Context: an optimization exercise on an open-source flow, tuned for small area, a short achievable clock period and few clock cycles per item. The choices shown serve that exercise and are no tape-out recipe. In this exercise RTL edits were held to simulation tests only and were not proved equivalent to the original.

// MCH
module MCH (
    input               clk,
    input               reset,
    input       [ 7:0]  X,
    input       [ 7:0]  Y,
    output              Done,
    output      [16:0]  area
);
Settings: LEC_CHECK=0, CAP_MARGIN=20, CORE_MARGIN=2, CORE_UTILIZATION=35, CTS_CLUSTER_DIAMETER=100, CTS_CLUSTER_SIZE=20, PLACE_DENSITY=0.55, SLEW_MARGIN=20; clock period 13.0 ns.
standard.sh (not shown) runs the stock make flow with config.mk's settings and CLKGATE_MAP_FILE= SYNTH_SCRIPT=/design/flow/synth_recipe.tcl, a recipe that flattens the netlist after the stock synthesis.
==> flow/flow/run.sh <==
#!/bin/bash
# Layout flow: the standard flow (standard synthesis, floorplan, placement,
# CTS, routing) unchanged, except that ORFS's timing repair (after CTS and after
# global routing) is asked to leave 9 ns of setup slack instead of 0, so that it
# also speeds up paths that already meet the 13 ns clock. The clock, the I/O
# constraints and everything else are the design's.
set -uo pipefail
cp standard.sh standard_sh.copy.log
export SETUP_SLACK_MARGIN=9
bash standard.sh > standard.log 2>&1
Testbench counts at the start, summed over its fixed seeds: cycles 15,977, hulls 384.
Next try:
- CORE_UTILIZATION: 35 -> 25
- CTS_CLUSTER_DIAMETER: 100 -> not set
- CTS_CLUSTER_SIZE: 20 -> not set
- PLACE_DENSITY: 0.55 -> 0.45
Setup slack gets worse by 24 ps.
Design area grows by a few percent.
Critical path depth stays the same.
Hold slack is better by 21 ps.
Clock-buffer cell count rises by 81.
Flip-flop and latch count stays the same.
Area after synthesis is unchanged.
Sequential share of layout area drops by 2.1 points.
Wire length grows by about a fifth.
Die area grows by well over a third.
Next try:
- CORE_UTILIZATION: 25 -> 45
- PLACE_DENSITY: 0.45 -> 0.65
The new run finished clean.
Final area drops by 4.1%.
Fmax rose by 0.47%.
Non-clock buffer count went down by 55.
Clock-buffer cell count fell by 13.
Hold slack got worse by 28 ps.
Area after synthesis is unchanged.
Wire length decreases by 13%.
Next try:
==> flow/flow/run.sh (replaced) <==
#!/bin/bash
# Layout flow: the standard flow (standard synthesis, floorplan, placement,
# CTS, routing) unchanged, except that ORFS's timing repair (after CTS and after
# global routing) is asked to leave 9.3 ns of setup slack instead of 0, so that it
# also speeds up paths that already meet the 13 ns clock. The clock, the I/O
# constraints and everything else are the design's.
set -uo pipefail
cp standard.sh standard_sh.copy.log
export SETUP_SLACK_MARGIN=9.3
bash standard.sh > standard.log 2>&1
- ABC_AREA: not set -> 1
- CORE_UTILIZATION: 45 -> 35
- CTS_CLUSTER_DIAMETER: not set -> 100
- CTS_CLUSTER_SIZE: not set -> 20
- PLACE_DENSITY: 0.65 -> 0.55
- global-route usage falls by 4.1 points
- routed wire length went up by about a fifth
- utilization is lower by 11 points
- final cell count rose by a quarter to a third
Next try:
==> flow/run.sh (new file) <==
#!/bin/bash
# synth_recipe.tcl (not shown) runs the flow's synth.tcl, then flattens the netlist and writes it again
# the make line also repeats each setting of config.mk as NAME=value (left out here)
make -C /OpenROAD-flow-scripts/flow DESIGN_CONFIG=/design/flow/config.mk WORK_HOME=/design/flow/orfs CLKGATE_MAP_FILE= SYNTH_SCRIPT=/design/flow/synth_recipe.tcl finish
- ABC_AREA: 1 -> not set
- CORE_UTILIZATION: 35 -> 25
- CTS_CLUSTER_DIAMETER: 100 -> not set
- CTS_CLUSTER_SIZE: 20 -> not set
- PLACE_DENSITY: 0.55 -> 0.45
removed: flow/flow/run.sh
removed: flow/standard.sh
The changed run completed with no timing, DRC or antenna violations. Die area increases by 36%. Hold slack got worse by 16 ps. Core utilization decreases by 11 points. Via count decreases by about 13%. Cell count decreases by about 7%. Maximum frequency decreases by about 30%. Register-to-register slack got worse by 1800 ps. Wire length decreases by 0.55%.

* * *

== exp/cedar ==
Another version of the RTL of MCH (not shown whole).
Size: ~8500 cells after synthesis, ~980 flip-flops, roughly 36 I/O pins.
==> flow/config.mk <==
export PLATFORM = sky130hd
export DESIGN_NAME = MCH
export DESIGN_NICKNAME = MCH
export VERILOG_FILES = /design/flow/design.v
export SDC_FILE = /design/flow/constraint.sdc
export NUM_CORES = 8
export LEC_CHECK = 0
export ABC_AREA = 1
export CAP_MARGIN = 20
export CORE_MARGIN = 2
export CORE_UTILIZATION = 35
export CTS_CLUSTER_DIAMETER = 100
export CTS_CLUSTER_SIZE = 20
export PLACE_DENSITY = 0.55
export SLEW_MARGIN = 20
export TNS_END_PERCENT = 20
==> flow/constraint.sdc <==
create_clock -name core_clock -period 13.0 [get_ports {clk}]
set_input_delay 2.6000 -clock core_clock [delete_from_list [all_inputs] [get_ports {clk}]]
set_output_delay 2.6000 -clock core_clock [all_outputs]
set_load 0.01 [all_outputs]
==> flow/flow/run.sh <==
#!/bin/bash
# Layout flow: the standard flow (standard synthesis, floorplan, placement,
# CTS, routing) unchanged, except that ORFS's timing repair (after CTS and after
# global routing) is asked to leave 9.3 ns of setup slack instead of 0, so that it
# also speeds up paths that already meet the 13 ns clock. The clock, the I/O
# constraints and everything else are the design's.
set -uo pipefail
cp standard.sh standard_sh.copy.log
export SETUP_SLACK_MARGIN=9.3
bash standard.sh > standard.log 2>&1
Testbench counts of exp/cedar, summed over its fixed seeds: cycles 15,977, hulls 384.
Here is what was changed in the inputs of exp/fjord compared with exp/cedar.
diff --git a/flow/flow/run.sh b/flow/flow/run.sh
--- a/flow/flow/run.sh
+++ b/flow/flow/run.sh
@@ -4 +4 @@
-# global routing) is asked to leave 9.3 ns of setup slack instead of 0, so that it
+# global routing) is asked to leave 9 ns of setup slack instead of 0, so that it
@@ -9 +9 @@
-export SETUP_SLACK_MARGIN=9.3
+export SETUP_SLACK_MARGIN=9
diff --git a/flow/config.mk b/flow/config.mk
--- a/flow/config.mk
+++ b/flow/config.mk
@@ -16 +15,0 @@
-export TNS_END_PERCENT = 20
When the final numbers for exp/cedar and exp/fjord were put side by side, the routed wire length turned out to be smaller in exp/fjord. Count of plain and timing-repair buffers delta for exp/fjord relative to exp/cedar: 36 lower. Run comparison: exp/cedar startpoint of the worst setup timing path acc[14]; exp/fjord startpoint of the worst setup timing path px[7]. exp/fjord against exp/cedar: final-layout worst hold slack lost 27 ps, number of global-route vias before repair lost 810.
Input-level comparison between exp/ember and exp/fjord:
diff --git a/flow/config.mk b/flow/config.mk
--- a/flow/config.mk
+++ b/flow/config.mk
@@ -8 +7,0 @@
-export ABC_AREA = 1
@@ -12,2 +11,2 @@
-export CTS_CLUSTER_DIAMETER = 100
-export CTS_CLUSTER_SIZE = 20
+export CTS_CLUSTER_DIAMETER = 60
+export CTS_CLUSTER_SIZE = 30
==> run notes <==
- Relative to exp/fjord, first-pass GRT wire length has gone down in exp/ember.
- Summary of exp/ember over exp/fjord: non-clock inverter instance count of the final layout dropped 642, share of the clock period used by the worst path picked up an extra 1.8 points.
### exp/ember -> exp/umber
diff --git a/flow/flow/run.sh b/flow/flow/run.sh
--- a/flow/flow/run.sh
+++ b/flow/flow/run.sh
@@ -4 +4 @@
-# global routing) is asked to leave 9 ns of setup slack instead of 0, so that it
+# global routing) is asked to leave 9.35 ns of setup slack instead of 0, so that it
@@ -9 +9 @@
-export SETUP_SLACK_MARGIN=9
+export SETUP_SLACK_MARGIN=9.35
diff --git a/flow/config.mk b/flow/config.mk
--- a/flow/config.mk
+++ b/flow/config.mk
@@ -7,0 +8 @@
+export ABC_AREA = 1
@@ -11,2 +12,2 @@
-export CTS_CLUSTER_DIAMETER = 60
-export CTS_CLUSTER_SIZE = 30
+export CTS_CLUSTER_DIAMETER = 100
+export CTS_CLUSTER_SIZE = 20
## What came out
- Compared with exp/ember, exp/umber shows a higher register-to-register setup slack.
- exp/umber and exp/ember ended up with roughly the same placer's final routability congestion estimate.
> inputs changed (exp/umber -> exp/yarrow)
==> flow/run.sh (new file) <==
#!/bin/bash
# synth_recipe.tcl (not shown) runs the flow's synth.tcl, then flattens the netlist and writes it again
# the make line also repeats each setting of config.mk as NAME=value (left out here)
make -C /OpenROAD-flow-scripts/flow DESIGN_CONFIG=/design/flow/config.mk WORK_HOME=/design/flow/orfs CLKGATE_MAP_FILE= SYNTH_SCRIPT=/design/flow/synth_recipe.tcl finish
diff --git a/flow/config.mk b/flow/config.mk
--- a/flow/config.mk
+++ b/flow/config.mk
@@ -8 +7,0 @@
-export ABC_AREA = 1
removed: flow/flow/run.sh
removed: flow/standard.sh
Notes after the runs:
The top routing layer in use comes out met5 in one run and met4 in the other, namely in exp/yarrow and exp/umber respectively. The pre-CTS setup slack of exp/yarrow exceeds that of exp/umber by 390 ps. exp/yarrow vs. exp/umber: smallest hold slack up 4.9 ps; combined area of all synthesized cells down 2.5%.
[inputs] exp/amber vs exp/yarrow
==> flow/flow/run.sh (new file) <==
#!/bin/bash
# Layout flow: the standard flow (standard synthesis, floorplan, placement,
# CTS, routing) unchanged, except that ORFS's timing repair (after CTS and after
# global routing) is asked to leave 9.3 ns of setup slack instead of 0, so that it
# also speeds up paths that already meet the 13 ns clock. The clock, the I/O
# constraints and everything else are the design's.
set -uo pipefail
cp standard.sh standard_sh.copy.log
export SETUP_SLACK_MARGIN=9.3
bash standard.sh > standard.log 2>&1
==> flow/standard.sh (new file) <==
#!/bin/bash
# synth_recipe.tcl (not shown) runs the flow's synth.tcl, then flattens the netlist and writes it again
# the make line also repeats each setting of config.mk as NAME=value (left out here)
make -C /OpenROAD-flow-scripts/flow DESIGN_CONFIG=/design/flow/config.mk WORK_HOME=/design/flow/orfs CLKGATE_MAP_FILE= SYNTH_SCRIPT=/design/flow/synth_recipe.tcl "${@:-finish}"
diff --git a/flow/config.mk b/flow/config.mk
--- a/flow/config.mk
+++ b/flow/config.mk
@@ -7,0 +8 @@
+export ABC_AREA = 1
@@ -13,0 +15 @@
+export PLACE_DENSITY_LB_ADDON = 0.05
removed: flow/run.sh
Notes after the runs:
- The start-to-end type of the worst setup path comes out reg -> out in one run and reg -> reg in the other, namely in exp/amber and exp/yarrow respectively.
- exp/yarrow has a lower setup slack than exp/amber.
- exp/amber vs exp/yarrow, launch point of the worst path: acc[4] vs q0r[8]
- In the reports for exp/yarrow and exp/amber, the larger global-route usage over all layers belongs to exp/amber.
- Per the comparison of exp/amber with exp/yarrow, buffer count from post-CTS setup fixing has increased, critical path depth -18, non-clock buffer count now sits higher, hold slack shrank by 7.7 ps.

afterwards: timing with drivers on the ports:
No port has a modelled driver above. Below, the same layouts with a new extraction and two added sets of constraints. Step 1: set_driving_cell puts a clkbuf_16 on clk and a buf_2 on each other input, an assumption about the parent block. Step 2 times the ports against the registers' clock, not the clock port: input delays grow and output delays shrink by t, the midpoint of the rising clock arrivals with the driver on. Slacks: ideal ports / drivers / drivers and shift; pairs: ideal ports / drivers.
| run | shift t [ns] | slack for setup (ns) | clock arrival spread, ns | worst register clock-pin slew, ns | cell pins on the clock port's net |
|---|---|---|---|---|---|
| the first run of note 1 | 0.812 | 8.842 / 8.842 / 8.842 | 0.077 / 0.077 | 0.11 / 0.11 | 1 |
| the second run of note 1 | 0.868 | 8.818 / 8.802 / 8.818 | 0.126 / 0.126 | 0.07 / 0.07 | 1 |
| the third run of note 1 | 0.824 | 8.838 / 8.838 / 8.838 | 0.060 / 0.060 | 0.07 / 0.07 | 1 |
| the fourth run of note 1 | 0.807 | 9.179 / 9.091 / 9.325 | 0.049 / 0.049 | 0.10 / 0.10 | 1 |
| the fifth run of note 1 | 0.879 | 7.578 / 7.578 / 7.578 | 0.115 / 0.115 | 0.07 / 0.07 | 1 |
| exp/cedar | 0.828 | 9.111 / 9.023 / 9.163 | 0.092 / 0.092 | 0.11 / 0.11 | 1 |
| exp/fjord | 0.840 | 9.035 / 8.949 / 9.035 | 0.075 / 0.075 | 0.11 / 0.11 | 1 |
| exp/ember | 0.857 | 8.801 / 8.801 / 8.801 | 0.080 / 0.080 | 0.08 / 0.08 | 1 |
| exp/umber | 0.834 | 9.126 / 9.032 / 9.253 | 0.089 / 0.089 | 0.12 / 0.12 | 1 |
| exp/yarrow | 0.799 | 7.449 / 7.449 / 7.449 | 0.068 / 0.068 | 0.11 / 0.11 | 1 |
| exp/amber | 0.846 | 9.136 / 9.047 / 9.246 | 0.056 / 0.056 | 0.11 / 0.11 | 1 |
After both steps every run listed still meets setup and hold.
